What follows belongs to an exercise in optimizing a design on an open flow for small area, a short achievable clock period and few clock cycles; a production flow would make more cautious choices. Function was checked by simulation only, so behaviour that the tests miss may differ from the original.

[config.mk]
export PLATFORM = sky130hd
export DESIGN_NAME = TPU
export DESIGN_NICKNAME = TPU
export VERILOG_FILES = /design/flow/design.v
export SDC_FILE = /design/flow/constraint.sdc
export NUM_CORES = 4
export LEC_CHECK = 0
export ABC_CLOCK_PERIOD_IN_PS = 2500
export CAP_MARGIN = 20
export CORE_MARGIN = 2
export CORE_UTILIZATION = 50
export SLEW_MARGIN = 20
export SYNTH_HIERARCHICAL = 1
[constraint.sdc]
create_clock -name core_clock -period 10.0 [get_ports {clk}]
set_input_delay 2.0000 -clock core_clock [delete_from_list [all_inputs] [get_ports {clk}]]
set_output_delay 2.0000 -clock core_clock [all_outputs]
set_load 0.01 [all_outputs]
[design.v]
module PE (
    input  wire        clk,
    input  wire [7:0]  a,
    input  wire [3:0]  bo,        
    input  wire [3:0]  bt,        
    input  wire [3:0]  bn,        
    input  wire        first_in,  
    input  wire [7:0]  kc,
    output wire [22:0] acc_s_out,
    output wire [22:0] acc_c_out
);
    reg  [22:0] acc_s, acc_c;
    reg         first;           
    wire [22:0] s_g = first ? {kc, 15'd0} : acc_s;
    wire [22:0] c_g = first ? 23'd0 : acc_c;
    wire pp0_0;
    wire pp0_1;
    wire pp0_2;
    wire pp0_3;
    wire pp0_4;
    wire pp0_5;
    wire pp0_6;
    wire pp0_7;
    wire pp0_8;
    wire pp1_0;
    wire pp1_1;
    wire pp1_2;
    wire pp1_3;
    wire pp1_4;
    wire pp1_5;
    wire pp1_6;
    wire pp1_7;
    wire pp1_8;
    wire pp2_0;
    wire pp2_1;
    wire pp2_2;
    wire pp2_3;
    wire pp2_4;
    wire pp2_5;
    wire pp2_6;
    wire pp2_7;
    wire pp2_8;
    wire pp3_0;
    wire pp3_1;
    wire pp3_2;
    wire pp3_3;
    wire pp3_4;
    wire pp3_5;
    wire pp3_6;
    wire pp3_7;
    wire pp3_8;
    wire s1;
    wire c2;
    wire s3;
    wire c4;
    wire s5;
    wire c6;
    wire s7;
    wire c8;
    wire s9;
    wire c10;
    wire s11;
    wire c12;
    wire s13;
    wire c14;
    wire s15;
    wire c16;
    wire s17;
    wire c18;
    wire s19;
    wire c20;
    wire s21;
    wire c22;
    wire s23;
    wire c24;
    wire s25;
    wire c26;
    wire s27;
    wire c28;
    wire s29;
    wire c30;
    wire s31;
    wire c32;
    wire s33;
    wire c34;
    wire s35;
    wire c36;
    wire s37;
    wire c38;
    wire s39;
    wire c40;
    wire s41;
    wire c42;
    wire s43;
    wire s44;
    wire c45;
    wire s46;
    wire c47;
    wire s48;
    wire c49;
    wire s50;
    wire c51;
    wire s52;
    wire c53;
    wire s54;
    wire c55;
    wire s56;
    wire c57;
    wire s58;
    wire c59;
    wire s60;
    wire c61;
    wire s62;
    wire c63;
    wire s64;
    wire c65;
    wire s66;
    wire c67;
    wire s68;
    wire c69;
    wire s70;
    wire c71;
    wire s72;
    wire c73;
    wire s74;
    wire c75;
    wire s76;
    wire c77;
    wire s78;
    wire c79;
    wire s80;
    wire c81;
    wire s82;
    wire c83;
    wire s84;
    wire c85;
    wire s86;
    wire c87;
    wire s88;
    wire c89;
    wire s90;
    wire c91;
    wire s92;
    wire c93;
    wire s94;
    wire c95;
    wire s96;
    wire c97;
    wire s98;
    wire c99;
    wire s100;
    wire c101;
    wire s102;
    wire c103;
    wire s104;
    wire c105;
    wire s106;
    wire c107;
    wire s108;
    wire c109;
    wire s110;
    wire c111;
    wire s112;
    wire c113;
    wire s114;
    wire c115;
    wire s116;
    wire c117;
    wire s118;
    wire c119;
    wire s120;
    wire c121;
    wire s122;
    wire c123;
    assign pp0_0 = (bo[0] & a[0]) ^ bn[0];
    assign pp0_1 = ((bo[0] & a[1]) | (bt[0] & a[0])) ^ bn[0];
    assign pp0_2 = ((bo[0] & a[2]) | (bt[0] & a[1])) ^ bn[0];
    assign pp0_3 = ((bo[0] & a[3]) | (bt[0] & a[2])) ^ bn[0];
    assign pp0_4 = ((bo[0] & a[4]) | (bt[0] & a[3])) ^ bn[0];
    assign pp0_5 = ((bo[0] & a[5]) | (bt[0] & a[4])) ^ bn[0];
    assign pp0_6 = ((bo[0] & a[6]) | (bt[0] & a[5])) ^ bn[0];
    assign pp0_7 = ((bo[0] & a[7]) | (bt[0] & a[6])) ^ bn[0];
    assign pp0_8 = ~(((bo[0] & a[7]) | (bt[0] & a[7])) ^ bn[0]);
    assign pp1_0 = (bo[1] & a[0]) ^ bn[1];
    assign pp1_1 = ((bo[1] & a[1]) | (bt[1] & a[0])) ^ bn[1];
    assign pp1_2 = ((bo[1] & a[2]) | (bt[1] & a[1])) ^ bn[1];
    assign pp1_3 = ((bo[1] & a[3]) | (bt[1] & a[2])) ^ bn[1];
    assign pp1_4 = ((bo[1] & a[4]) | (bt[1] & a[3])) ^ bn[1];
    assign pp1_5 = ((bo[1] & a[5]) | (bt[1] & a[4])) ^ bn[1];
    assign pp1_6 = ((bo[1] & a[6]) | (bt[1] & a[5])) ^ bn[1];
    assign pp1_7 = ((bo[1] & a[7]) | (bt[1] & a[6])) ^ bn[1];
    assign pp1_8 = ~(((bo[1] & a[7]) | (bt[1] & a[7])) ^ bn[1]);
    assign pp2_0 = (bo[2] & a[0]) ^ bn[2];
    assign pp2_1 = ((bo[2] & a[1]) | (bt[2] & a[0])) ^ bn[2];
    assign pp2_2 = ((bo[2] & a[2]) | (bt[2] & a[1])) ^ bn[2];
    assign pp2_3 = ((bo[2] & a[3]) | (bt[2] & a[2])) ^ bn[2];
    assign pp2_4 = ((bo[2] & a[4]) | (bt[2] & a[3])) ^ bn[2];
    assign pp2_5 = ((bo[2] & a[5]) | (bt[2] & a[4])) ^ bn[2];
    assign pp2_6 = ((bo[2] & a[6]) | (bt[2] & a[5])) ^ bn[2];
    assign pp2_7 = ((bo[2] & a[7]) | (bt[2] & a[6])) ^ bn[2];
    assign pp2_8 = ~(((bo[2] & a[7]) | (bt[2] & a[7])) ^ bn[2]);
    assign pp3_0 = (bo[3] & a[0]) ^ bn[3];
    assign pp3_1 = ((bo[3] & a[1]) | (bt[3] & a[0])) ^ bn[3];
    assign pp3_2 = ((bo[3] & a[2]) | (bt[3] & a[1])) ^ bn[3];
    assign pp3_3 = ((bo[3] & a[3]) | (bt[3] & a[2])) ^ bn[3];
    assign pp3_4 = ((bo[3] & a[4]) | (bt[3] & a[3])) ^ bn[3];
    assign pp3_5 = ((bo[3] & a[5]) | (bt[3] & a[4])) ^ bn[3];
    assign pp3_6 = ((bo[3] & a[6]) | (bt[3] & a[5])) ^ bn[3];
    assign pp3_7 = ((bo[3] & a[7]) | (bt[3] & a[6])) ^ bn[3];
    assign pp3_8 = ~(((bo[3] & a[7]) | (bt[3] & a[7])) ^ bn[3]);
    HA ha1 (.a(s_g[6]), .b(c_g[6]), .s(s1), .co(c2));
    HA ha2 (.a(s_g[7]), .b(c_g[7]), .s(s3), .co(c4));
    FA fa1 (.a(s_g[8]), .b(c_g[8]), .ci(pp0_8), .s(s5), .co(c6));
    HA ha3 (.a(s_g[9]), .b(c_g[9]), .s(s7), .co(c8));
    HA ha4 (.a(s_g[2]), .b(c_g[2]), .s(s9), .co(c10));
    HA ha5 (.a(s_g[3]), .b(c_g[3]), .s(s11), .co(c12));
    FA fa2 (.a(s_g[4]), .b(c_g[4]), .ci(pp0_4), .s(s13), .co(c14));
    HA ha6 (.a(pp1_2), .b(pp2_0), .s(s15), .co(c16));
    FA fa3 (.a(s_g[5]), .b(c_g[5]), .ci(pp0_5), .s(s17), .co(c18));
    HA ha7 (.a(pp1_3), .b(pp2_1), .s(s19), .co(c20));
    FA fa4 (.a(pp0_6), .b(pp1_4), .ci(pp2_2), .s(s21), .co(c22));
    FA fa5 (.a(pp3_0), .b(bn[3]), .ci(s1), .s(s23), .co(c24));
    FA fa6 (.a(pp0_7), .b(pp1_5), .ci(pp2_3), .s(s25), .co(c26));
    FA fa7 (.a(pp3_1), .b(s3), .ci(c2), .s(s27), .co(c28));
    FA fa8 (.a(pp1_6), .b(pp2_4), .ci(pp3_2), .s(s29), .co(c30));
    assign s31 = ~(c4 ^ s5);
    assign c32 = c4 | s5;
    FA fa9 (.a(pp1_7), .b(pp2_5), .ci(pp3_3), .s(s33), .co(c34));
    assign s35 = ~(c6 ^ s7);
    assign c36 = c6 | s7;
    FA fa10 (.a(s_g[10]), .b(c_g[10]), .ci(pp1_8), .s(s37), .co(c38));
    FA fa11 (.a(pp2_6), .b(pp3_4), .ci(c8), .s(s39), .co(c40));
    FA fa12 (.a(s_g[11]), .b(c_g[11]), .ci(pp2_7), .s(s41), .co(c42));
    assign s43 = ~pp3_5;
    FA fa13 (.a(s_g[12]), .b(c_g[12]), .ci(pp2_8), .s(s44), .co(c45));
    HA ha8 (.a(s_g[13]), .b(c_g[13]), .s(s46), .co(c47));
    HA ha9 (.a(s_g[0]), .b(c_g[0]), .s(s48), .co(c49));
    HA ha10 (.a(s_g[1]), .b(c_g[1]), .s(s50), .co(c51));
    FA fa14 (.a(pp0_2), .b(pp1_0), .ci(bn[1]), .s(s52), .co(c53));
    FA fa15 (.a(pp0_3), .b(pp1_1), .ci(s11), .s(s54), .co(c55));
    FA fa16 (.a(bn[2]), .b(s13), .ci(s15), .s(s56), .co(c57));
    FA fa17 (.a(s17), .b(s19), .ci(c14), .s(s58), .co(c59));
    FA fa18 (.a(s21), .b(s23), .ci(c18), .s(s60), .co(c61));
    FA fa19 (.a(s25), .b(s27), .ci(c22), .s(s62), .co(c63));
    FA fa20 (.a(s29), .b(s31), .ci(c26), .s(s64), .co(c65));
    FA fa21 (.a(s33), .b(s35), .ci(c30), .s(s66), .co(c67));
    FA fa22 (.a(s37), .b(s39), .ci(c34), .s(s68), .co(c69));
    FA fa23 (.a(s41), .b(s43), .ci(c38), .s(s70), .co(c71));
    FA fa24 (.a(pp3_6), .b(s44), .ci(c42), .s(s72), .co(c73));
    assign s74 = ~(s46 ^ pp3_7);
    assign c75 = s46 | pp3_7;
    FA fa25 (.a(s_g[14]), .b(c_g[14]), .ci(pp3_8), .s(s76), .co(c77));
    HA ha11 (.a(pp0_0), .b(bn[0]), .s(s78), .co(c79));
    FA fa26 (.a(pp0_1), .b(s50), .ci(c49), .s(s80), .co(c81));
    FA fa27 (.a(s9), .b(s52), .ci(c51), .s(s82), .co(c83));
    FA fa28 (.a(c10), .b(s54), .ci(c53), .s(s84), .co(c85));
    FA fa29 (.a(c12), .b(s56), .ci(c55), .s(s86), .co(c87));
    FA fa30 (.a(c16), .b(s58), .ci(c57), .s(s88), .co(c89));
    FA fa31 (.a(c20), .b(s60), .ci(c59), .s(s90), .co(c91));
    FA fa32 (.a(c24), .b(s62), .ci(c61), .s(s92), .co(c93));
    FA fa33 (.a(c28), .b(s64), .ci(c63), .s(s94), .co(c95));
    FA fa34 (.a(c32), .b(s66), .ci(c65), .s(s96), .co(c97));
    FA fa35 (.a(c36), .b(s68), .ci(c67), .s(s98), .co(c99));
    FA fa36 (.a(c40), .b(s70), .ci(c69), .s(s100), .co(c101));
    FA fa37 (.a(pp3_5), .b(s72), .ci(c71), .s(s102), .co(c103));
    FA fa38 (.a(c45), .b(s74), .ci(c73), .s(s104), .co(c105));
    FA fa39 (.a(c47), .b(s76), .ci(c75), .s(s106), .co(c107));
    FA fa40 (.a(s_g[15]), .b(c_g[15]), .ci(c77), .s(s108), .co(c109));
    HA ha12 (.a(s_g[16]), .b(c_g[16]), .s(s110), .co(c111));
    HA ha13 (.a(s_g[17]), .b(c_g[17]), .s(s112), .co(c113));
    HA ha14 (.a(s_g[18]), .b(c_g[18]), .s(s114), .co(c115));
    HA ha15 (.a(s_g[19]), .b(c_g[19]), .s(s116), .co(c117));
    HA ha16 (.a(s_g[20]), .b(c_g[20]), .s(s118), .co(c119));
    HA ha17 (.a(s_g[21]), .b(c_g[21]), .s(s120), .co(c121));
    HA ha18 (.a(s_g[22]), .b(c_g[22]), .s(s122), .co(c123));
    always @(posedge clk) begin
        first <= first_in;
        acc_s <= {s122, s120, s118, s116, s114, s112, s110, s108, s106, s104, s102, s100, s98, s96, s94, s92, s90, s88, s86, s84, s82, s80, s48};
        acc_c <= {c121, c119, c117, c115, c113, c111, c109, c107, c105, c103, c101, c99, c97, c95, c93, c91, c89, c87, c85, c83, c81, c79, s78};
    end
    assign acc_s_out = acc_s;
    assign acc_c_out = acc_c;
endmodule
module FA (input wire a, input wire b, input wire ci, output wire s, output wire co);
    assign s  = a ^ b ^ ci;
    assign co = (a & b) | (ci & (a ^ b));
endmodule
module HA (input wire a, input wire b, output wire s, output wire co);
    assign s  = a ^ b;
    assign co = a & b;
endmodule
module systolic_array (
    input  wire         clk,
    input  wire [31:0]  a_word,     
    input  wire [15:0]  b_one,      
    input  wire [15:0]  b_two,      
    input  wire [15:0]  b_neg,      
    input  wire         first,      
    input  wire [31:0]  kc,         
    input  wire [1:0]   row_sel_nx,  
    output wire [183:0] row_out     
);
    wire [22:0] acc_s [0:15];
    wire [22:0] acc_c [0:15];
    genvar r, c;
    generate
        for (r = 0; r < 4; r = r + 1) begin : g_row
            for (c = 0; c < 4; c = c + 1) begin : g_col
                PE pe (
                    .clk      (clk),
                    .a        (a_word[31-8*r -: 8]),
                    .bo       (b_one[15-4*c -: 4]),
                    .bt       (b_two[15-4*c -: 4]),
                    .bn       (b_neg[15-4*c -: 4]),
                    .first_in (first),
                    .kc       (kc[31-8*r -: 8]),
                    .acc_s_out(acc_s[4*r+c]),
                    .acc_c_out(acc_c[4*r+c])
                );
            end
        end
        for (c = 0; c < 4; c = c + 1) begin : g_out
            wire [1:0] row_sel;
            OREG #(.W(2)) sel (.clk(clk), .d(row_sel_nx), .q(row_sel));
            assign row_out[183-46*c -: 46] = {acc_s[4*row_sel+c], acc_c[4*row_sel+c]};
        end
    endgenerate
endmodule
module TPU
#(
    parameter ADDR_BITS = 12
)
(
    input  wire                  clk,
    input  wire                  rst_n,
    input  wire                  in_valid,
    input  wire [7:0]            K,
    input  wire [7:0]            M,
    input  wire [7:0]            N,
    output wire                  busy,
    output wire                  A_wr_en,
    output wire [ADDR_BITS-1:0]  A_index,
    output wire [31:0]           A_data_in,
    input  wire [31:0]           A_data_out,
    output wire                  B_wr_en,
    output wire [ADDR_BITS-1:0]  B_index,
    output wire [31:0]           B_data_in,
    input  wire [31:0]           B_data_out,
    output wire                  C_wr_en,
    output wire [ADDR_BITS-1:0]  C_index,
    output wire [127:0]          C_data_in,
    input  wire [127:0]          C_data_out
);
    assign A_wr_en   = 1'b0;
    assign B_wr_en   = 1'b0;
    assign A_data_in = 32'd0;
    assign B_data_in = 32'd0;
    reg        busy_q;
    reg        issuing;      
    reg [1:0]  gap;          
    reg [7:0]  k_reg, m_reg;
    reg [7:0]  kp1;          
    reg [7:0]  mrem;         
    reg [7:0]  nrem;         
    reg [ADDR_BITS-1:0] a_idx, b_idx, bbase, c_idx;
    reg [31:0] kc;           
    wire start = in_valid & ~busy_q;
    wire issue = busy_q & issuing;
    wire last_k = (kp1 == k_reg);
    wire last_a = (mrem <= 8'd4);
    wire last_b = (nrem <= 8'd4);
    wire fin    = last_k & last_a & last_b;
    wire [1:0] rows_m1 = last_a ? mrem[1:0] - 2'd1 : 2'd3;
    wire first_k = (kp1 == 8'd1);
    reg [ADDR_BITS-1:0] a_nx, b_nx;
    always @(*) begin
        a_nx = a_idx;
        b_nx = b_idx;
        if (start) begin
            a_nx = {ADDR_BITS{1'b0}};
            b_nx = {ADDR_BITS{1'b0}};
        end else if (issue) begin
            if (!last_k || (!fin && !last_a))
                a_nx = a_idx + 1'b1;
            else
                a_nx = {ADDR_BITS{1'b0}};
            if (!last_k || (!fin && last_a))
                b_nx = b_idx + 1'b1;
            else if (!fin)
                b_nx = bbase;
            else
                b_nx = {ADDR_BITS{1'b0}};
        end
    end
    always @(posedge clk or negedge rst_n) begin
        if (!rst_n) begin
            busy_q  <= 1'b0;
            issuing <= 1'b0;
        end else if (start) begin
            busy_q  <= 1'b1;
            issuing <= 1'b1;
        end else begin
            if (C_wr_en_q & c_fin)
                busy_q <= 1'b0;
            if (issue & last_k)
                issuing <= ~fin & (rows_m1 == 2'd0);
            else if (~issue & (gap == 2'd1))
                issuing <= 1'b1;
        end
    end
    always @(posedge clk) begin
        a_idx <= a_nx;
        b_idx <= b_nx;
        if (start) begin
            k_reg <= K;
            m_reg <= M;
            mrem  <= M;
            nrem  <= N;
            kp1   <= 8'd1;
            gap   <= 2'd0;
            bbase <= {ADDR_BITS{1'b0}};
        end else if (issue) begin
            if (!last_k) begin
                kp1 <= kp1 + 8'd1;
            end else begin
                kp1 <= 8'd1;
                gap <= fin ? 2'd0 : rows_m1;
                if (last_a) begin
                    mrem  <= m_reg;
                    nrem  <= nrem - 8'd4;
                    bbase <= b_idx + 1'b1;
                end else begin
                    mrem  <= mrem - 8'd4;
                end
            end
        end else if (gap != 2'd0) begin
            gap <= gap - 2'd1;
        end
    end
    always @(posedge clk) begin
        kc[31:24] <= 8'd0 - k_reg;
        kc[23:16] <= 8'd255 - k_reg;
        kc[15:8]  <= 8'd254 - k_reg;
        kc[7:0]   <= 8'd253 - k_reg;
    end
    reg [31:0] a_word;
    reg [15:0] b_one, b_two, b_neg;
    always @(posedge clk)
        a_word <= issue ? A_data_out : 32'd0;
    genvar c, i, k;
    generate
        for (c = 0; c < 4; c = c + 1) begin : g_benc
            wire [8:0] bb = {B_data_out[31-8*c -: 8], 1'b0};
            for (k = 0; k < 4; k = k + 1) begin : g_dig
                wire hi = bb[2*k+2], mid = bb[2*k+1], lo = bb[2*k];
                always @(posedge clk) begin
                    b_one[15-4*c-3+k] <= mid ^ lo;
                    b_two[15-4*c-3+k] <= (hi & ~mid & ~lo) | (~hi & mid & lo);
                    b_neg[15-4*c-3+k] <= hi;
                end
            end
        end
    endgenerate
    reg       l0, z0;
    reg [1:0] r0;
    always @(posedge clk or negedge rst_n) begin
        if (!rst_n)
            l0 <= 1'b0;
        else
            l0 <= issue & last_k;
    end
    always @(posedge clk) begin
        z0 <= fin;
        r0 <= rows_m1;
    end
    reg        ld;         
    reg [1:0]  ld_row;     
    reg [1:0]  ld_last;    
    reg        ld_fin;     
    reg        c_fin;      
    reg        C_wr_en_q;
    wire [183:0] row_out;
    wire [1:0]   ld_row_nx;
    systolic_array array (
        .clk    (clk),
        .a_word (a_word),
        .b_one  (b_one),
        .b_two  (b_two),
        .b_neg  (b_neg),
        .first  (issue & first_k),
        .kc     (kc),
        .row_sel_nx(ld_row_nx),
        .row_out(row_out)
    );
    always @(posedge clk or negedge rst_n) begin
        if (!rst_n) begin
            ld        <= 1'b0;
            C_wr_en_q <= 1'b0;
        end else begin
            C_wr_en_q <= ld;
            if (l0)
                ld <= 1'b1;
            else if (ld_row == ld_last)
                ld <= 1'b0;
        end
    end
    assign ld_row_nx = l0 ? 2'd0 : ld ? ld_row + 2'd1 : ld_row;
    always @(posedge clk) begin
        c_fin  <= ld & ld_fin & (ld_row == ld_last);
        ld_row <= ld_row_nx;
        if (l0) begin
            ld_last <= r0;
            ld_fin  <= z0;
        end
    end
    wire [ADDR_BITS-1:0] c_nx = start ? {ADDR_BITS{1'b0}} :
                                C_wr_en_q ? c_idx + 1'b1 : c_idx;
    always @(posedge clk)
        c_idx <= c_nx;
    OREG_R o_busy (.clk(clk), .rst_n(rst_n),
                   .d(start | (busy_q & ~(C_wr_en_q & c_fin))), .q(busy));
    OREG_R o_cwe  (.clk(clk), .rst_n(rst_n), .d(ld), .q(C_wr_en));
    assign A_index = a_idx;
    assign B_index = b_idx;
    assign C_index = c_idx;
    generate
        for (c = 0; c < 4; c = c + 1) begin : g_lane
            wire [22:0] sum = row_out[183-46*c -: 23] + row_out[160-46*c -: 23];
            wire [2:0]  sgn;
            OREG #(.W(23)) o_lo (.clk(clk), .d(sum), .q(C_data_in[127-32*c-9 -: 23]));
            for (i = 0; i < 3; i = i + 1) begin : g_sign
                OREG #(.W(1)) o_s (.clk(clk), .d(sum[22]), .q(sgn[i]));
            end
            assign C_data_in[127-32*c -: 9] = {sgn[0], sgn[0], sgn[0],
                                               sgn[1], sgn[1], sgn[1],
                                               sgn[2], sgn[2], sgn[2]};
        end
    endgenerate
endmodule
module OREG #(
    parameter W = 1
) (
    input  wire         clk,
    input  wire [W-1:0] d,
    output reg  [W-1:0] q
);
    always @(posedge clk)
        q <= d;
endmodule
module OREG_R (
    input  wire clk,
    input  wire rst_n,
    input  wire d,
    output reg  q
);
    always @(posedge clk or negedge rst_n)
        if (!rst_n)
            q <= 1'b0;
        else
            q <= d;
endmodule
[flow/run.sh]
#!/bin/bash
# Layout: the standard ORFS flow, with timing repair asked to aim for a
# shorter period than the clock the design is constrained and signed off at,
# and the ports buffered with plain buffers.
set -euo pipefail
bash standard.sh \
    SETUP_SLACK_MARGIN=6.7 \
    "BUFFER_PORTS_ARGS=-buffer_cell sky130_fd_sc_hd__buf_4" \
    finish > standard_flow.log 2>&1
[standard.sh]
#!/bin/bash
# synth_recipe.tcl (not shown) runs the flow's synth.tcl, then flattens the netlist and writes it again
# the make line also repeats each setting of config.mk as NAME=value (left out here)
make -C /OpenROAD-flow-scripts/flow DESIGN_CONFIG=/design/flow/config.mk WORK_HOME=/design/flow/orfs CLKGATE_MAP_FILE= SYNTH_SCRIPT=/design/flow/synth_recipe.tcl "${@:-finish}"
==> results of run 1 <==
[Yosys stat by module (local to each module, per instance), excerpt]
module          cells  copies in the design
systolic_array    224                     1
OREG_R              1                     2
FA                  1                   640
HA                  1                   288
PE                204                    16
TPU              1477                     1
[repair_timing]
| item | 4_1_cts | 5_1_grt |
|---|---|---|
| setup buffers | 39 | 14 |
| endpoints found under the hold margin | 0 | 0 |
| resized for setup | 154 | 50 |
| pin swaps | 5 | 11 |
| endpoints found under the setup margin | 181 | 78 |
| cloned | 3 | 4 |
[cell type report]
| cell class | instances | area (um^2) |
|---|---|---|
| antenna | 3 | 7.507 |
| clock inverter | 58 | 787.0 |
| inverter | 218 | 818.3 |
| sequential | 1080 | 22260 |
| timing repair buffer | 413 | 3572 |
| fill | 11930 | 62150 |
| clock buffer | 175 | 3665 |
| multi-input combinational | 4219 | 43930 |
| tap | 1876 | 2347 |
[cells in the mapped netlist (all sizes together), types with 24 or more instances]
library cell	count	area [um^2]
a21oi	110	550.5
a22oi	454	3628
and2b	128	960.9
and3	44	275.3
buf	468	3681
clkbuf	87	390.4
dfxtp	1038	20780
edfxtp	35	1051
fa	644	12890
ha	441	5518
inv	215	807.0
mux2	128	1562
mux4	184	4234
nand2	177	664.4
nand2b	24	150.1
nand3	53	265.3
nand4	26	162.7
nor2	130	490.5
nor2b	492	3078
nor3	31	155.2
o21ai	152	760.7
xnor2	594	5202
xor2	165	1445
[routing by layer]
metal,global-route usage [%],part of all wire [%],routed length (um),up-vias
met5,0,0.016,30,-
met4,8.813,3.2,6255,4
met3,5.210,7.6,14620,356
met2,41.67,45,85940,1727
met1,38.67,45,86290,23350
li1,-,-,-,20340
[logic make-up after synthesis]
logic type	Yosys count
XOR/XNOR	759
AO/OA/AOI/OAI	825
flip-flops	1080
multiplexers	322
other	1
buffers and inverters	773
adder cells (fa/ha/maj)	1085
AND/OR/NAND/NOR	1162
[per-stage QoR]
stage               std cells  hold WS [ps]  util, %
floorplan                6072         385.5        -
global placement         7746         388.6    51.31
detailed placement       7746         388.7    51.31
CTS                      8021         402.3    55.16
global route             8039         405.7    55.45
finish                   8042         402.4    55.46
[worst reg2reg max path: cells and delay by family (launching register included)]
kind,cells,cell delay (ps)
AO/OA/AOI/OAI,1,190
XOR/XNOR,1,200
adder cells (fa/ha/maj),3,1510
buffers and inverters,1,450
flip-flops,1,760
[worst paths after layout]
| check | from | cells after the start | endpoint | slack, ps |
|---|---|---|---|---|
| min reg2reg | r0[1] | 0 | ld_last[1] | 400 |
| min in group asynchronous | rst_n | 1 | issuing | 1030 |
| max | g_lane[3].g_sign[2].o_s.q | 1 | C_data_in[25] | 6630 |
| min | r0[1] | 0 | ld_last[1] | 400 |
| max in group asynchronous | rst_n | 1 | ld | 8830 |
| max reg2reg | a_word[16] | 6 | array.g_row[1].g_col[1].pe.acc_s[7] | 6750 |
==> results.toml, run 1 <==
[status]
status = "finished clean"

[worst_setup_path]
cp-end-kind = "primary output"
path_cells = "buf_6"
critPathTopFamily = "flip-flops"
worstSetupPathType = "flop to primary output"
critPathMaxFanout = 3
cp-start-kind = "flop"
required_ps = 8000
max_stage_delay_ps = 450
worstPathArrival_ps = 1370
slowest_stage = "dfxtp_4"
crit_buf_inv = 1

[synthesis]
synth-simple-area-share_pct = 9.416
synth_mux_area_share_pct = 8.388
synthAdderAreaFrac_pct = 26.19
yosysUniqueCellTypes = 77
synth_edf_count = 35
async_flop_share_pct = 0.6481
ys_warn_count = 13
syn_avg_cell_area_um2 = 11.70
synth-compound-area-share_pct = 8.277
syn-cell-area_um2 = 70290
seq_area_frac_synth_pct = 31.31
ys_ff_latch = 1080
synth_ff_type = "dfxtp_1"
syn_inst = 6007
synth_xor_xnor_area_share_pct = 9.457
synth_top_family_by_area = "adder cells"

[timing]
hold_violations = 0
finalSetupViolations = 0
fin_ws_ps = 6633
fin_crit_ps = 3367
finalCritPeriodShare_pct = 33.67
fmax_ghz = 0.2970
tns_ps = 0
tightest_slew_ps = 1012
fin_skew_ps = 23.55
slew_headroom_pct = 32.43
drv_slew = 0
rsz0062_at_grt = "yes"

[final_layout]
design_area_um2 = 77380
layout_commonest_cell = "dfxtp_1"
largestRegisters = "array.g_row.g_col.pe.acc_c: 368 flops, array.g_row.g_col.pe.acc_s: 368 flops, g_lane.o_lo.q: 92 flops"
nets = 7367
layout_common_cells = "dfxtp_1, fa_1, xnor2_1"
drive_gt1_share_pct = 18.14
syn2layout_area_growth_pct = 10.09

[clock_network]
cts-hold-fix-buffers = 0
htree_levels = 4
cts.clk_slew.worst_paths_ps = 60
insertion_delay_ps = 790
cts_tree = "yes"
ctsLongestPathBuffers = 3
root_buffer = "clkbuf_16"
cts.sinks = 1080
cts_made_buffers = 131

[global_routing]
grt_max_degree = 57
antenna_found_initial = 6
grtUsageTotal_pct = 27.17
grt_overflow = 0
grt_pass1_vias = 47990
grt_pass1_wl_um = 294800

[routing]
drt_drc_violations_left = 0
wl_per_cell_um = 24.02
drtIter0Drc = 3464
drt_wl_total_um = 193100
first_pass_iters = 5
ant_nets = 0
routed_via_density = 5.692
vias = 45780

[floorplan]
io-pin-count = 451
core_um2 = 139500
start_util_pct = 50.38
die-area_um2 = 143600
die_h_um = 378.9
die_w_um = 378.9
core.rowCount = 137

[placement]
postPlaceCellArea_um2 = 71590
pre_cts_slack_ps = 5750
gp_congestion = 0.8530
portBuffers = 256
place_hpwl_um = 125800

[worst_hold_path]
hold_path_class = "flop to flop"

[flow_run]
drv_cap = 0
Testbench counts, summed over its fixed seeds: cycles 75,978.
==> run 2: changes to the inputs <==
--- a/config.mk
+++ b/config.mk
@@ -6,8 +6,10 @@
 export NUM_CORES = 4
 export LEC_CHECK = 0
-export ABC_CLOCK_PERIOD_IN_PS = 2500
 export CAP_MARGIN = 20
 export CORE_MARGIN = 2
-export CORE_UTILIZATION = 50
+export CORE_UTILIZATION = 70
+export CTS_CLUSTER_DIAMETER = 60
+export CTS_CLUSTER_SIZE = 30
+export PLACE_DENSITY = 0.8
 export SLEW_MARGIN = 20
 export SYNTH_HIERARCHICAL = 1
==> results.toml, run 2 <==
[status]
status = "finished clean"

[final_layout]
layout_commonest_cell = "dfxtp_1"
syn2layout_area_growth_pct = 6.996
nets = 7302
drive_gt1_share_pct = 16.33
layout_common_cells = "dfxtp_1, fa_1, xnor2_1"
largestRegisters = "array.g_row.g_col.pe.acc_c: 368 flops, array.g_row.g_col.pe.acc_s: 368 flops, g_lane.o_lo.q: 92 flops"

[worst_setup_path]
cp-end-kind = "flop"
critPathMaxFanout = 11
critPathLaunch = "array.g_out[3].sel.q[0]"
max_stage_delay_ps = 570
slowest_stage = "o41ai_1"
r2r_slack_ps = 6630
cp-start-kind = "flop"
timing.rr.start = "array.g_out[3].sel.q[0]"
worstSetupPathType = "flop to flop"
rr_endpoint = "g_lane[3].o_lo.q[20]"
endpoint = "g_lane[3].o_lo.q[20]"
required_ps = 10530
worstPathArrival_ps = 3900
reg2regPathDepth = 11
path_cells = "buf_12, mux4_1, ha_1, inv_1, fa_1, nand2b_1, a21oi_1, o41ai_1, o21ai_0, nor2_1, xnor2_1"

[routing]
first_pass_iters = 6
drt_drc_violations_left = 0
wl_per_cell_um = 24.55
drtIter0Drc = 4390
drt_wl_total_um = 181100
ant_nets = 0
vias = 46400
routed_via_density = 6.288

[floorplan]
core.rowCount = 116
die_w_um = 320.9
die-area_um2 = 103000
core_um2 = 99860
io-pin-count = 451
start_util_pct = 70.39
die_h_um = 320.9

[clock_network]
cts.sinks = 1080
htree_levels = 3
cts_tree = "yes"
ctsLongestPathBuffers = 3
cts_made_buffers = 94
insertion_delay_ps = 720
root_buffer = "clkbuf_16"
cts.clk_slew.worst_paths_ps = 100

[synthesis]
yosys-top-cells-area = "dfxtp_1, fa_1, ha_1"
synth-simple-area-share_pct = 9.416
synth_ff_type = "dfxtp_1"
synth_edf_count = 35
yosysMostFrequentCell = "dfxtp_1"
ys_ff_latch = 1080
syn_avg_cell_area_um2 = 11.70
synth_commonest_cells = "dfxtp_1, fa_1, xnor2_1"
synth_top_family_by_area = "adder cells"
synth-compound-area-share_pct = 8.277
synth_top_area_cell = "dfxtp_1"
ys_warn_count = 13
syn_inst = 6007
syn-cell-area_um2 = 70290
async_flop_share_pct = 0.6481
yosysUniqueCellTypes = 77
synthAdderAreaFrac_pct = 26.19
synth_mux_area_share_pct = 8.388
seq_area_frac_synth_pct = 31.31
synth_xor_xnor_area_share_pct = 9.457
synth_top_area_share_pct = 29.56

[placement]
portBuffers = 256
pre_cts_slack_ps = 5867
place_hpwl_um = 117400
gp_congestion = 0.9006

[global_routing]
grt_max_degree = 57
grt_pass1_vias = 49370
antenna_found_initial = 7
grt_overflow = 0
grtUsageTotal_pct = 35.44
grt_pass1_wl_um = 281400

[timing]
tightest_slew_ps = 946.2
tns_ps = 0
timing.hold.ws_ps = 404.4
rsz0062_at_grt = "yes"
finalCritPeriodShare_pct = 33.70
slew_headroom_pct = 36.92
hold_violations = 0
finalSetupViolations = 0
fin_skew_ps = 46.69
fin_ws_ps = 6630
drv_slew = 0
fmax_ghz = 0.2967
fin_crit_ps = 3370

[worst_hold_path]
hold_path_class = "flop to flop"

[flow_run]
drv_cap = 0
[run 2: logic make-up after synthesis]
family	after synthesis
buffers and inverters	773
AO/OA/AOI/OAI	825
multiplexers	322
adder cells (fa/ha/maj)	1085
flip-flops	1080
XOR/XNOR	759
other	1
AND/OR/NAND/NOR	1162
[run 2: worst min-delay path by stage]
stage	slack (ps)	end	cells after the start	from
CTS	400	ld_last[0]	0	r0[0]
global route	410	ld_last[0]	0	r0[0]
global placement	390	ld_fin	0	z0
floorplan	390	ld_fin	0	z0
detailed placement	390	ld_fin	0	z0
finish	400	ld_last[0]	0	r0[0]
[run 2: layout make-up]
cell class,count,area [um^2]
Clock buffer,99,2445
Sequential cell,1080,22120
Antenna cell,2,5.005
Multi-Input combinational cell,4219,43860
Inverter,218,820.8
Tap cell,1298,1624
Clock inverter,78,1134
Fill cell,6400,24650
Timing Repair Buffer,385,3197
[run 2: worst max-delay path: cells and delay by family (launching register included)]
family	cells	cell delay (ps)
AOI/OAI and AO/OA	3	880
xor gates and xnor gates	1	310
and+or+nand+nor	2	290
adders and majority gates	2	470
muxes	1	560
buffers and inverters	2	260
DFF	1	420
[run 2: stage by stage]
step	utilization, %	std cells	instance area (um^2)
2_1_floorplan	-	6072	70540
3_3_place_gp	70.99	7176	70890
3_5_place_dp	70.99	7176	70890
4_1_cts	74.98	7366	74870
5_1_grt	75.31	7377	75200
6_report	75.32	7379	75210
[run 2: layer usage]
metal | vias to the layer above | track usage, % | part of all wire [%]
met5 | - | 0 | 0.026
met4 | 8 | 14.65 | 4.3
met3 | 473 | 9.520 | 11
met2 | 2441 | 54.88 | 45
met1 | 23260 | 47.52 | 39
li1 | 20220 | - | -
[run 2: timing repair]
item	CTS	global route
setup buffers	12	6
cloned	1	5
setup endpoints to repair	102	80
resized for setup	56	45
hold buffers	0	0
pin swaps	1	10
[run 2: modules after synthesis (local to each module, per instance), excerpt]
module,flops+latches,copies in the design,cells,cell area (um^2)
TPU,214,1,1477,12940
systolic_array,0,1,224,4688
PE,47,16,204,2122
OREG_R,1,2,1,25.02
FA,0,640,1,20.02
HA,0,288,1,12.51
==> run 3: changes to the inputs <==
--- a/config.mk
+++ b/config.mk
@@ -8,8 +8,8 @@
 export CAP_MARGIN = 20
 export CORE_MARGIN = 2
-export CORE_UTILIZATION = 70
+export CORE_UTILIZATION = 65
 export CTS_CLUSTER_DIAMETER = 60
 export CTS_CLUSTER_SIZE = 30
-export PLACE_DENSITY = 0.8
+export PLACE_DENSITY = 0.75
 export SLEW_MARGIN = 20
 export SYNTH_HIERARCHICAL = 1
==> results.toml, run 3 <==
[global_routing]
antenna_found_initial = 8
grt_pass1_vias = 48340
grtUsageTotal_pct = 32.76
grt_max_degree = 57
grt_overflow = 0
grt_pass1_wl_um = 280200

[synthesis]
synth_top_area_cell = "dfxtp_1"
synth_top_area_share_pct = 29.56
synth_ff_type = "dfxtp_1"
syn_avg_cell_area_um2 = 11.70
async_flop_share_pct = 0.6481
seq_area_frac_synth_pct = 31.31
syn_inst = 6007
synth_edf_count = 35
ys_warn_count = 13
yosysMostFrequentCell = "dfxtp_1"
synth_commonest_cells = "dfxtp_1, fa_1, xnor2_1"
ys_ff_latch = 1080
yosys-top-cells-area = "dfxtp_1, fa_1, ha_1"
syn-cell-area_um2 = 70290
yosysUniqueCellTypes = 77

[worst_setup_path]
worstPathArrival_ps = 1260
critPathTopFamily = "flip-flops"
crit_buf_inv = 1
path_cells = "buf_4"
cp-start-kind = "flop"
max_stage_delay_ps = 410
critPathMaxFanout = 7
cp-end-kind = "primary output"
required_ps = 8000
slowest_stage = "dfxtp_2"
worstSetupPathType = "flop to primary output"

[timing]
tightest_slew_ps = 1022
timing.hold.ws_ps = 407.2
hold_violations = 0
finalSetupViolations = 0
rsz0062_at_grt = "yes"
fin_skew_ps = 28.92
tns_ps = 0
fin_crit_ps = 3263
drv_slew = 0
fmax_ghz = 0.3065
slew_headroom_pct = 31.75
finalCritPeriodShare_pct = 32.63

[flow_run]
drv_cap = 0

[routing]
first_pass_iters = 6
drtIter0Drc = 4205
ant_nets = 0
drt_wl_total_um = 181100
drt_drc_violations_left = 0
wl_per_cell_um = 24.18
vias = 45970
routed_via_density = 6.138

[floorplan]
die_h_um = 332.8
die_w_um = 332.8
die-area_um2 = 110800
core_um2 = 107200
io-pin-count = 451
start_util_pct = 65.57
core.rowCount = 120

[final_layout]
layout_commonest_cell = "dfxtp_1"
drive_gt1_share_pct = 16.83
final_cells = 7488
largestRegisters = "array.g_row.g_col.pe.acc_c: 368 flops, array.g_row.g_col.pe.acc_s: 368 flops, g_lane.o_lo.q: 92 flops"
syn2layout_area_growth_pct = 7.476
nets = 7299
layout_common_cells = "dfxtp_1, fa_1, xnor2_1"

[clock_network]
insertion_delay_ps = 710
cts.clk_slew.worst_paths_ps = 80
cts_made_buffers = 100
ctsLongestPathBuffers = 3
htree_levels = 3
root_buffer = "clkbuf_16"
cts_tree = "yes"
cts.sinks = 1080
cts-hold-fix-buffers = 0

[placement]
place_inst = 7275
portBuffers = 256
place_hpwl_um = 119100
gp_congestion = 0.8944

[status]
status = "finished clean"

[worst_hold_path]
hold_path_class = "flop to flop"
run 3: cell count changes in the layout (fill, tap and decap cells not counted), moves of 4 or more:
| cell | change |
|---|---|
| buf_4 | -8 |
| clkbuf_16 | +6 |
| clkinv_8 | -7 |
| clkinvlp_4 | +5 |
| dfxtp_1 | -23 |
| dfxtp_2 | +16 |
| dfxtp_4 | +7 |
| ha_1 | -5 |
| inv_8 | +4 |
run 3: kinds of logic (layout without fill, tap and decap cells):
family                   count (synthesis)  after routing  share of synthesized area (%)
other                                    1             68                       0.005335
buffers and inverters                  773            784                          6.956
AND/OR/NAND/NOR                       1162           1162                          9.416
flip-flops                            1080           1080                          31.31
AO/OA/AOI/OAI                          825            825                          8.277
adder cells (fa/ha/maj)               1085           1085                          26.19
XOR/XNOR                               759            759                          9.457
multiplexers                           322            322                          8.388
run 3: modules after synthesis (local to each module, per instance), excerpt:
module          flops+latches  cells  times used  area, um^2
PE                         47    204          16        2122
OREG_R                      1      1           2       25.02
TPU                       214   1477           1       12940
systolic_array              0    224           1        4688
HA                          0      1         288       12.51
FA                          0      1         640       20.02
run 3: timing repair:
item	CTS	global route
gates cloned	1	5
setup endpoints to repair	96	86
pin swaps	4	12
resized for setup	50	71
setup buffers	12	3
run 3: metal layers:
metal  part of all wire, %  GRT usage [%]  up-vias
met4                   3.8          12.83       10
met2                    45          50.53     2216
met1                    41          44.70    23180
li1                      -              -    20200
met5                 0.035              0        -
met3                    11          8.081      366
run 3: cell type report:
class                   count  area [um^2]
multi-input cells        4219        43920
flip-flops and latches   1080        22170
repair buffers            376         3148
clock inverters            82         1130
diodes                      2        5.005
fillers                  7644        31660
inverters                 218        818.3
clock buffers             108         2606
well taps                1403         1755
run 3: metrics by stage:
| stage | utilization (%) | worst slack [ps] | cell area, um^2 |
|---|---|---|---|
| after floorplan | - | 6721 | 70540 |
| final | 70.47 | 6737 | 75550 |
| after global placement | 66.23 | 5917 | 71000 |
| after detailed placement | 66.23 | 5884 | 71000 |
| after global routing | 70.46 | 6671 | 75540 |
| after CTS | 70.06 | 6701 | 75110 |
run 3: path summary, 6_finish.rpt:
check / from / cells after the start / to / slack, ps
max in group asynchronous: rst_n / 1 / ld / 8780
min in group asynchronous: rst_n / 1 / o_cwe.q / 1090
setup / recovery: b_idx[6] / 1 / B_index[6] / 6740
setup reg to reg: array.g_out[2].sel.q[0] / 10 / g_lane[2].o_lo.q[16] / 6740
hold reg to reg: z0 / 0 / ld_fin / 410
hold / removal: z0 / 0 / ld_fin / 410
==> run 4: changes to the inputs <==
--- a/config.mk
+++ b/config.mk
@@ -8,8 +8,7 @@
 export CAP_MARGIN = 20
 export CORE_MARGIN = 2
-export CORE_UTILIZATION = 65
+export CORE_UTILIZATION = 50
 export CTS_CLUSTER_DIAMETER = 60
 export CTS_CLUSTER_SIZE = 30
-export PLACE_DENSITY = 0.75
 export SLEW_MARGIN = 20
 export SYNTH_HIERARCHICAL = 1
==> results.toml, run 4 <==
[worst_setup_path]
critPathTopFamily = "flip-flops"
path_cells = "buf_6"
slowest_stage = "dfxtp_4"
reg2regPathDepth = 10
worstSetupPathType = "flop to primary output"
max_stage_delay_ps = 460
cp-start-kind = "flop"
required_ps = 8000
critPathMaxFanout = 3
cp-end-kind = "primary output"
cp.depth = 1
worstPathArrival_ps = 1350
crit_buf_inv = 1

[worst_hold_path]
whs_path_depth = 0
hold_path_class = "flop to flop"

[synthesis]
yosysUniqueCellTypes = 77
synth_edf_count = 35
ys_warn_count = 13
syn_avg_cell_area_um2 = 11.70
async_flop_share_pct = 0.6481
seq_area_frac_synth_pct = 31.31
ys_ff_latch = 1080
yosys-top-cells-area = "dfxtp_1, fa_1, ha_1"
synth_commonest_cells = "dfxtp_1, fa_1, xnor2_1"
synth_top_area_cell = "dfxtp_1"
synth_top_area_share_pct = 29.56
yosysMostFrequentCell = "dfxtp_1"
synth_ff_type = "dfxtp_1"
syn_inst = 6007
syn-cell-area_um2 = 70290

[clock_network]
cts.clk_slew.worst_paths_ps = 100
cts-hold-fix-buffers = 0
cts_made_buffers = 114
insertion_delay_ps = 750
root_buffer = "clkbuf_16"
htree_levels = 3
ctsLongestPathBuffers = 3
cts.sinks = 1080
cts_tree = "yes"

[global_routing]
grt_pass1_vias = 47790
grt_pass1_wl_um = 293900
grtUsageTotal_pct = 27.01
grt_overflow = 0
grt_max_degree = 57
antenna_found_initial = 6

[final_layout]
largestRegisters = "array.g_row.g_col.pe.acc_c: 368 flops, array.g_row.g_col.pe.acc_s: 368 flops, g_lane.o_lo.q: 92 flops"
nets = 7342
drive_gt1_share_pct = 17.99
layout_common_cells = "dfxtp_1, fa_1, xnor2_1"
final_cells = 8020
layout_commonest_cell = "dfxtp_1"
syn2layout_area_growth_pct = 9.614

[routing]
routed_via_density = 5.689
drt_drc_violations_left = 0
drtIter0Drc = 3539
vias = 45620
ant_nets = 0
first_pass_iters = 6
wl_per_cell_um = 24.03
drt_wl_total_um = 192800

[floorplan]
die-area_um2 = 143600
core_um2 = 139500
core.rowCount = 137
die_h_um = 378.9
start_util_pct = 50.38
io-pin-count = 451
die_w_um = 378.9

[timing]
drv_slew = 0
slew_headroom_pct = 34.31
fin_skew_ps = 44.35
finalSetupViolations = 0
fin_crit_ps = 3353
tns_ps = 0
fin_ws_ps = 6647
finalCritPeriodShare_pct = 33.53
tightest_slew_ps = 985.4
rsz0062_at_grt = "yes"
hold_violations = 0
fmax_ghz = 0.2983

[placement]
place_hpwl_um = 125800
pre_cts_slack_ps = 5750
place_inst = 7746
portBuffers = 256
gp_congestion = 0.8530

[status]
status = "finished clean"

[flow_run]
drv_cap = 0
run 4: cell counts after synthesis:
Identical to the previous run, type by type.
run 4: timing repair:
action,4_1_cts,5_1_grt
buffers inserted,30,15
setup endpoints to repair,166,80
pin swaps,5,11
gates resized for setup,125,51
cloned,4,3
run 4: logic make-up (layout without fill, tap and decap cells):
logic type               Yosys count  in the layout  share of synthesized area, %
AND/OR/NAND/NOR                 1162           1162                         9.416
XOR/XNOR                         759            759                         9.457
multiplexers                     322            322                         8.388
flip-flops                      1080           1080                         31.31
AO/OA/AOI/OAI                    825            825                         8.277
buffers and inverters            773            838                         6.956
other                              1             73                      0.005335
adder cells (fa/ha/maj)         1085           1085                         26.19
run 4: modules after synthesis (local to each module, per instance), excerpt:
module	cell area, um^2	flops+latches
TPU	12940	214
systolic_array	4688	0
PE	2122	47
OREG_R	25.02	1
FA	20.02	0
HA	12.51	0
run 4: path summary, 6_finish.rpt:
| check | start | to | slack [ps] |
|---|---|---|---|
| min in group asynchronous | rst_n | l0 | 1050 |
| hold / removal | r0[1] | ld_last[1] | 410 |
| setup reg to reg | array.g_out[1].sel.q[0] | g_lane[1].o_lo.q[20] | 6770 |
| max in group asynchronous | rst_n | ld | 8810 |
| setup / recovery | g_lane[3].g_sign[2].o_s.q | C_data_in[25] | 6650 |
| hold reg to reg | r0[1] | ld_last[1] | 410 |
run 4: through the flow:
step	util [%]	cell area, um^2	hold WS (ps)
2_1_floorplan	-	70540	385.5
3_3_place_gp	51.31	71590	388.6
3_5_place_dp	51.31	71590	388.7
4_1_cts	54.94	76650	412.0
5_1_grt	55.21	77030	415.9
6_report	55.22	77050	412.1
run 4: layout make-up:
type / instances / area, um^2
antenna: 7 / 17.52
clock buffer: 119 / 2934
clock inverter: 96 / 1313
fill: 11950 / 62480
inverter: 218 / 820.8
multi-input combinational: 4219 / 43910
sequential: 1080 / 22230
tap: 1876 / 2347
timing repair buffer: 405 / 3471
run 4: routing by layer:
metal,vias up,GRT usage (%),wire (um)
li1,20320,-,-
met1,23330,38.58,86030
met2,1635,41.65,85740
met3,337,4.671,14710
met4,2,8.730,6259
met5,-,0,14
==> run 5: changes to the inputs <==
--- a/flow/run.sh
+++ b/flow/run.sh
@@ -5,5 +5,5 @@
 set -euo pipefail
 bash standard.sh \
-    SETUP_SLACK_MARGIN=6.7 \
+    SETUP_SLACK_MARGIN=6.9 \
     "BUFFER_PORTS_ARGS=-buffer_cell sky130_fd_sc_hd__buf_4" \
     finish > standard_flow.log 2>&1
--- a/config.mk
+++ b/config.mk
@@ -8,7 +8,8 @@
 export CAP_MARGIN = 20
 export CORE_MARGIN = 2
-export CORE_UTILIZATION = 50
+export CORE_UTILIZATION = 60
 export CTS_CLUSTER_DIAMETER = 60
 export CTS_CLUSTER_SIZE = 30
+export PLACE_DENSITY = 0.7
 export SLEW_MARGIN = 20
 export SYNTH_HIERARCHICAL = 1
==> results.toml, run 5 <==
[status]
status = "finished clean"

[floorplan]
die_h_um = 346.3
start_util_pct = 60.49
die_w_um = 346.3
core_um2 = 116200
core.rowCount = 125
io-pin-count = 451
die-area_um2 = 119900

[synthesis]
yosys-top-cells-area = "dfxtp_1, fa_1, ha_1"
syn-cell-area_um2 = 70290
yosysMostFrequentCell = "dfxtp_1"
async_flop_share_pct = 0.6481
ys_warn_count = 13
syn_inst = 6007
synth_edf_count = 35
synth_ff_type = "dfxtp_1"
synth_top_area_share_pct = 29.56
synth_commonest_cells = "dfxtp_1, fa_1, xnor2_1"
seq_area_frac_synth_pct = 31.31
synth_top_area_cell = "dfxtp_1"
ys_ff_latch = 1080
syn_avg_cell_area_um2 = 11.70
yosysUniqueCellTypes = 77

[timing]
drv_slew = 0
tns_ps = 0
finalCritPeriodShare_pct = 32.58
fin_crit_ps = 3258
hold_violations = 0
tightest_slew_ps = 1070
rsz0062_at_grt = "yes"
fmax_ghz = 0.3069
finalSetupViolations = 0
fin_skew_ps = 36.87
timing.hold.ws_ps = 411.6
slew_headroom_pct = 28.40
fin_ws_ps = 6742

[clock_network]
cts-hold-fix-buffers = 0
insertion_delay_ps = 740
htree_levels = 3
cts_tree = "yes"
root_buffer = "clkbuf_16"
cts.clk_slew.worst_paths_ps = 90
cts_made_buffers = 105
cts.sinks = 1080
ctsLongestPathBuffers = 3

[worst_setup_path]
critPathMaxFanout = 1
timing.rr.start = "array.g_out[3].sel.q[0]"
path_cells = "buf_6"
critPathLaunch = "o_busy.q"
worstPathArrival_ps = 1260
required_ps = 8000
slowest_stage = "dfrtp_1"
crit_buf_inv = 1
critPathTopFamily = "flip-flops"
max_stage_delay_ps = 400
cp-end-kind = "primary output"
worstSetupPathType = "flop to primary output"
cp-start-kind = "flop"

[routing]
first_pass_iters = 6
drt_wl_total_um = 187000
routed_via_density = 6.027
drt_drc_violations_left = 0
vias = 46350
drtIter0Drc = 4030
ant_nets = 0
wl_per_cell_um = 24.32

[global_routing]
grt_overflow = 0
antenna_found_initial = 4
grt_pass1_wl_um = 288600
grtUsageTotal_pct = 31.26
grt_pass1_vias = 48880
grt_max_degree = 57

[final_layout]
nets = 7381
layout_commonest_cell = "dfxtp_1"
largestRegisters = "array.g_row.g_col.pe.acc_c: 368 flops, array.g_row.g_col.pe.acc_s: 368 flops, g_lane.o_lo.q: 92 flops"
layout_common_cells = "dfxtp_1, fa_1, xnor2_1"
final_util_pct = 67.18
syn2layout_area_growth_pct = 11.06
drive_gt1_share_pct = 21.03

[placement]
place_hpwl_um = 120100
gp_congestion = 0.8896
portBuffers = 256
pre_cts_slack_ps = 5698

[flow_run]
drv_cap = 0

[worst_hold_path]
hold_path_class = "flop to flop"
min_from = "r0[0]"
==> run 5: cell counts after synthesis <==
No cell type changed its count.
==> run 5: final cells by class <==
type | instances | area, um^2
fill | 8545 | 38140
timing repair buffer | 453 | 4644
sequential | 1080 | 22390
inverter | 218 | 820.8
clock inverter | 89 | 1226
multi-input combinational | 4219 | 44440
clock buffer | 107 | 2635
antenna | 1 | 2.502
tap | 1524 | 1907
==> run 5: through the flow <==
stage          cell area, um^2  instances
4_1_cts                  77050       7655
2_1_floorplan            70550       6072
5_1_grt                  78060       7690
3_3_place_gp             71160       7395
6_report                 78070       7691
3_5_place_dp             71160       7395
==> run 5: worst paths after layout <==
path	endpoint	slack (ps)	depth (start not counted)
max	busy	6740	1
min	ld_last[0]	410	0
max reg2reg	g_lane[3].g_sign[1].o_s.q	6760	11
min reg2reg	ld_last[0]	410	0
max in group asynchronous	ld	8760	1
min in group asynchronous	o_busy.q	1090	1
==> run 5: cell families (layout without fill, tap and decap cells) <==
logic type | after synthesis | count (layout) | share of synthesized area (%)
adders and majority gates | 1085 | 1085 | 26.19
xor gates and xnor gates | 759 | 759 | 9.457
and+or+nand+nor | 1162 | 1162 | 9.416
buffers and inverters | 773 | 867 | 6.956
AOI/OAI and AO/OA | 825 | 825 | 8.277
muxes | 322 | 322 | 8.388
other | 1 | 67 | 0.005335
DFF | 1080 | 1080 | 31.31
==> run 5: layer usage <==
metal	up-vias	track usage, %	wire [um]
met3	411	7.482	17220
met4	2	11.45	7140
li1	20370	-	-
met5	-	0	12
met2	2014	48.48	84990
met1	23550	42.78	77650
==> run 5: repair_timing <==
item	in CTS	in global routing
buffers inserted	56	35
setup endpoints to repair	425	319
resized for setup	392	198
endpoints found under the hold margin	0	0
gates cloned	8	0
pin swaps	18	29
==> run 5: Yosys stat by module, one instance, submodules excluded, a selection <==
module / flops+latches / cells / copies in the design
HA: 0 / 1 / 288
FA: 0 / 1 / 640
systolic_array: 0 / 224 / 1
OREG_R: 1 / 1 / 2
PE: 47 / 204 / 16
TPU: 214 / 1477 / 1
==> run 6: changes to the inputs <==
--- a/flow/run.sh
+++ b/flow/run.sh
@@ -5,5 +5,5 @@
 set -euo pipefail
 bash standard.sh \
-    SETUP_SLACK_MARGIN=6.9 \
+    SETUP_SLACK_MARGIN=6.7 \
     "BUFFER_PORTS_ARGS=-buffer_cell sky130_fd_sc_hd__buf_4" \
     finish > standard_flow.log 2>&1
==> results.toml, run 6 <==
[timing]
timing.hold.ws_ps = 416.8
fin_ws_ps = 6707
slew_headroom_pct = 32.44
drv_slew = 0
hold_violations = 0
rsz0062_at_grt = "yes"
tns_ps = 0
fmax_ghz = 0.3037
tightest_slew_ps = 1010
fin_crit_ps = 3293
finalSetupViolations = 0
finalCritPeriodShare_pct = 32.93
fin_skew_ps = 42.61

[routing]
ant_nets = 0
routed_via_density = 5.966
drt_wl_total_um = 182500
wl_per_cell_um = 23.95
drtIter0Drc = 3353
vias = 45460
first_pass_iters = 5
drt_drc_violations_left = 0

[global_routing]
grtUsageTotal_pct = 30.53
grt_overflow = 0
grt_pass1_vias = 48220
antenna_found_initial = 15
grt_max_degree = 56
grt_pass1_wl_um = 282100

[floorplan]
die_w_um = 346.3
core.rowCount = 125
start_util_pct = 60.49
io-pin-count = 451
die-area_um2 = 119900
die_h_um = 346.3
core_um2 = 116200

[clock_network]
cts.clk_slew.worst_paths_ps = 80
insertion_delay_ps = 720
htree_levels = 3
root_buffer = "clkbuf_16"
cts_tree = "yes"
ctsLongestPathBuffers = 3
cts_made_buffers = 100
cts.sinks = 1080

[synthesis]
synth_top_area_cell = "dfxtp_1"
syn_avg_cell_area_um2 = 11.70
syn-cell-area_um2 = 70290
async_flop_share_pct = 0.6481
ys_warn_count = 13
yosys-top-cells-area = "dfxtp_1, fa_1, ha_1"
synth_top_area_share_pct = 29.56
seq_area_frac_synth_pct = 31.31
ys_ff_latch = 1080
yosysUniqueCellTypes = 77
synth_commonest_cells = "dfxtp_1, fa_1, xnor2_1"
synth_edf_count = 35
synth_ff_type = "dfxtp_1"
syn_inst = 6007
yosysMostFrequentCell = "dfxtp_1"

[worst_setup_path]
slowest_stage = "dfrtp_1"
critPathMaxFanout = 1
timing.rr.start = "array.g_out[2].sel.q[0]"
required_ps = 8000
reg2regPathDepth = 9
critPathTopFamily = "flip-flops"
r2r_slack_ps = 6770
cp-end-kind = "primary output"
crit_buf_inv = 1
critPathLaunch = "o_busy.q"
cp.depth = 1
worstSetupPathType = "flop to primary output"
worstPathArrival_ps = 1290
cp-start-kind = "flop"
max_stage_delay_ps = 430
endpoint = "busy"
path_cells = "buf_6"
rr_endpoint = "g_lane[2].o_lo.q[20]"

[worst_hold_path]
hold_path_class = "flop to flop"
whs_path_depth = 0

[final_layout]
n_fill_cell = 8835
layout_common_cells = "dfxtp_1, fa_1, xnor2_1"
largestRegisters = "array.g_row.g_col.pe.acc_c: 368 flops, array.g_row.g_col.pe.acc_s: 368 flops, g_lane.o_lo.q: 92 flops"
drive_gt1_share_pct = 16.97
syn2layout_area_growth_pct = 7.708
nets = 7310
layout_commonest_cell = "dfxtp_1"
final_cells = 7619

[placement]
gp_congestion = 0.8787
place_inst = 7404
place_hpwl_um = 120200
portBuffers = 256
pre_cts_slack_ps = 5706

[status]
status = "finished clean"

[flow_run]
drv_cap = 0
run 6: cell counts after synthesis:
Identical to the previous run, type by type.
run 6: per-module statistics from Yosys, one instance, submodules excluded, excerpt:
module / area [um^2] / flip-flops and latches / copies in the design / cells
FA: 20.02 / 0 / 640 / 1
HA: 12.51 / 0 / 288 / 1
OREG_R: 25.02 / 1 / 2 / 1
PE: 2122 / 47 / 16 / 204
TPU: 12940 / 214 / 1 / 1477
systolic_array: 4688 / 0 / 1 / 224
run 6: cell families after synthesis:
family / synth area share [%]
DFF: 31.31
other: 0.005335
muxes: 8.388
and+or+nand+nor: 9.416
buffers and inverters: 6.956
xor gates and xnor gates: 9.457
adders and majority gates: 26.19
AOI/OAI and AO/OA: 8.277
run 6: through the flow:
step	cell area (um^2)	util, %
4_1_cts	75350	64.84
5_1_grt	75710	65.15
6_report	75710	65.15
3_5_place_dp	71220	61.29
2_1_floorplan	70540	-
3_3_place_gp	71200	61.27
run 6: repair_timing:
action / in CTS / in global routing
hold buffers: 0 / 0
buffers inserted: 16 / 4
endpoints found under the setup margin: 103 / 74
pin swaps: 3 / 8
cloned: 0 / 4
gates resized for setup: 60 / 52
run 6: worst min path at each step:
stage	start	end
2_1_floorplan	z0	ld_fin
4_1_cts	r0[1]	ld_last[1]
3_5_place_dp	r0[1]	ld_last[1]
3_3_place_gp	z0	ld_fin
5_1_grt	z0	ld_fin
6_report	z0	ld_fin
run 6: final cells by class:
type / instances / area, um^2 / area share, %
tap: 1524 / 1907 / 2.519
clock buffer: 105 / 2605 / 3.441
timing repair buffer: 387 / 3229 / 4.266
clock inverter: 85 / 1089 / 1.438
antenna: 1 / 2.502 / 0.003305
inverter: 218 / 818.3 / 1.081
multi-input combinational: 4219 / 43900 / 57.99
sequential: 1080 / 22160 / 29.26
run 6: per-layer routing:
metal | share of wire, % | wire length [um] | track usage (%)
met3 | 10 | 19120 | 9.255
met1 | 42 | 75970 | 41.33
met2 | 44 | 80460 | 46.35
met5 | 0.050 | 91 | 0
met4 | 3.8 | 6853 | 11.26
==> run 7: changes to the inputs <==
--- a/config.mk
+++ b/config.mk
@@ -9,6 +9,6 @@
 export CORE_MARGIN = 2
 export CORE_UTILIZATION = 60
-export CTS_CLUSTER_DIAMETER = 60
-export CTS_CLUSTER_SIZE = 30
+export CTS_CLUSTER_DIAMETER = 70
+export CTS_CLUSTER_SIZE = 40
 export PLACE_DENSITY = 0.7
 export SLEW_MARGIN = 20
==> results.toml, run 7 <==
[timing]
fin_ws_ps = 6705
finalCritPeriodShare_pct = 32.95
rsz0062_at_grt = "yes"
finalSetupViolations = 0
slew_headroom_pct = 33.56
fin_skew_ps = 40.43
tightest_slew_ps = 992.9
tns_ps = 0
fmax_ghz = 0.3035
fin_crit_ps = 3295
drv_slew = 0
hold_violations = 0

[synthesis]
yosysUniqueCellTypes = 77
synth_top_area_cell = "dfxtp_1"
seq_area_frac_synth_pct = 31.31
ys_warn_count = 13
ys_ff_latch = 1080
synth_commonest_cells = "dfxtp_1, fa_1, xnor2_1"
synth_edf_count = 35
yosys-top-cells-area = "dfxtp_1, fa_1, ha_1"
async_flop_share_pct = 0.6481
syn_inst = 6007
syn-cell-area_um2 = 70290
syn_avg_cell_area_um2 = 11.70
synth_top_area_share_pct = 29.56
synth_ff_type = "dfxtp_1"
yosysMostFrequentCell = "dfxtp_1"

[worst_setup_path]
timing.rr.start = "array.g_out[1].sel.q[0]"
critPathMaxFanout = 4
critPathLaunch = "b_idx[1]"
crit_buf_inv = 1
cp-end-kind = "primary output"
r2r_slack_ps = 6750
worstSetupPathType = "flop to primary output"
max_stage_delay_ps = 440
worstPathArrival_ps = 1290
slowest_stage = "dfxtp_1"
path_cells = "buf_4"
required_ps = 8000
cp-start-kind = "flop"
critPathTopFamily = "flip-flops"

[routing]
drt_wl_total_um = 181400
wl_per_cell_um = 23.97
vias = 45330
ant_nets = 0
first_pass_iters = 6
routed_via_density = 5.990
drt_drc_violations_left = 0
drtIter0Drc = 3279

[placement]
portBuffers = 256
postPlaceCellArea_um2 = 71220
gp_congestion = 0.8787
place_hpwl_um = 120200
pre_cts_slack_ps = 5706

[worst_hold_path]
min_from = "r0[1]"
hold_path_class = "flop to flop"

[final_layout]
design_area_um2 = 75020
largestRegisters = "array.g_row.g_col.pe.acc_c: 368 flops, array.g_row.g_col.pe.acc_s: 368 flops, g_lane.o_lo.q: 92 flops"
drive_gt1_share_pct = 16.19
syn2layout_area_growth_pct = 6.732
layout_commonest_cell = "dfxtp_1"
layout_common_cells = "dfxtp_1, fa_1, xnor2_1"
final_util_pct = 64.56
nets = 7285

[global_routing]
antenna_found_initial = 15
grt_pass1_vias = 47780
grtUsageTotal_pct = 30.47
grt_max_degree = 56
grt_overflow = 0
grt_pass1_wl_um = 281900

[floorplan]
start_util_pct = 60.49
die_w_um = 346.3
core.rowCount = 125
core_um2 = 116200
io-pin-count = 451
die-area_um2 = 119900
die_h_um = 346.3

[clock_network]
htree_levels = 3
insertion_delay_ps = 700
cts.sinks = 1080
cts_tree = "yes"
ctsLongestPathBuffers = 3
root_buffer = "clkbuf_16"
cts.clk_slew.worst_paths_ps = 120
cts_made_buffers = 77
cts-hold-fix-buffers = 0

[flow_run]
drv_cap = 0

[status]
status = "finished clean"
-- run 7: repair_timing --
action	in CTS	in global routing
gates resized for setup	55	50
setup endpoints to repair	99	70
pin swaps	3	7
buffers inserted	16	3
cloned	0	3
-- run 7: logic make-up (layout without fill, tap and decap cells) --
family	Yosys count	count (layout)	synth area share, %
mux	322	322	8.388
other cells	1	69	0.005335
flops	1080	1080	31.31
simple gates	1162	1162	9.416
fa+ha+maj	1085	1085	26.19
buf+inv	773	742	6.956
xor+xnor	759	759	9.457
compound gates	825	825	8.277
-- run 7: metal layers --
layer / vias up / GRT usage, % / routed length, um
li1: 20130 / - / -
met5: - / 0 / 94
met3: 350 / 7.219 / 17210
met4: 16 / 9.714 / 5671
met1: 22910 / 42.50 / 77170
met2: 1931 / 47.07 / 81240
-- run 7: layout make-up --
class,instances,area [um^2]
repair buffers,385,3173
diodes,3,7.507
clock inverters,60,1099
fillers,8889,41180
flip-flops and latches,1080,22150
inverters,218,818.3
well taps,1524,1907
clock buffers,79,1977
multi-input cells,4219,43900
-- run 7: worst register-to-register path, stage by stage, from the launching register on --
cell and delay [ps]:
dfxtp_4 480, buf_12 160, mux4_1 600, ha_1 370, nor2b_1 170, o31ai_1 310, and2_1 310, o211ai_1 220
o31ai_1 320, mux2i_1 240
-- run 7: through the flow --
step / cells / hold slack (ps)
global route: 7565 / 430.4
floorplan: 6072 / 385.5
finish: 7568 / 423.8
global placement: 7403 / 389.7
detailed placement: 7404 / 396.3
CTS: 7559 / 425.1
-- run 7: Yosys stat by module, one instance, submodules excluded, a selection --
module / cell area [um^2] / cells inside / flip-flops and latches / times used
OREG_R: 25.02 / 1 / 1 / 2
PE: 2122 / 204 / 47 / 16
HA: 12.51 / 1 / 0 / 288
systolic_array: 4688 / 224 / 0 / 1
TPU: 12940 / 1477 / 214 / 1
FA: 20.02 / 1 / 0 / 640
-- run 7: final timing paths --
| kind | endpoint | depth (start not counted) |
|---|---|---|
| min in group asynchronous | o_busy.q | 1 |
| worst min register to register | ld_last[1] | 0 |
| worst min-delay path | ld_last[1] | 0 |
| max in group asynchronous | issuing | 1 |
| worst max register to register | g_lane[1].o_lo.q[20] | 9 |
| worst max-delay path | B_index[1] | 1 |

## static timing again, ports no longer ideal
Ports are ideal in the flow. The routed layouts listed here were re-timed in OpenROAD.
Step 1 assumes that a clkbuf_16 drives the clock port and a buf_2 every other input.
Step 2 moves the port delays by t, midway between the first and last clock arrival at a register: inputs arrive t later, outputs are due t later. That takes back most of the time a late clock gives input paths.
a / b / c = ideal / step 1 / step 2; a / b = the first two.
run | t, ns | slack for setup (ns) | worst register clock-pin slew, ns | worst slew at a driven data input, ns | cell pins on the clock port's net
run 1 | 0.853 | 6.633 / 6.552 / 6.146 | 0.07 / 0.07 | 0.10 | 1
run 2 | 0.774 | 6.630 / 6.630 / 6.281 | 0.10 / 0.10 | 0.09 | 1
run 3 | 0.772 | 6.737 / 6.663 / 6.247 | 0.09 / 0.09 | 0.10 | 1
run 4 | 0.809 | 6.647 / 6.567 / 6.256 | 0.10 / 0.10 | 0.09 | 1
run 5 | 0.798 | 6.742 / 6.664 / 6.358 | 0.09 / 0.09 | 0.10 | 1
run 6 | 0.782 | 6.707 / 6.627 / 6.283 | 0.09 / 0.09 | 0.12 | 1
run 7 | 0.762 | 6.705 / 6.625 / 6.319 | 0.12 / 0.12 | 0.12 | 1
After both steps every run listed still meets setup and hold. For run 3, which loses most, drivers alone change the setup slack by -0.074 ns; drivers and shift together by -0.490 ns.
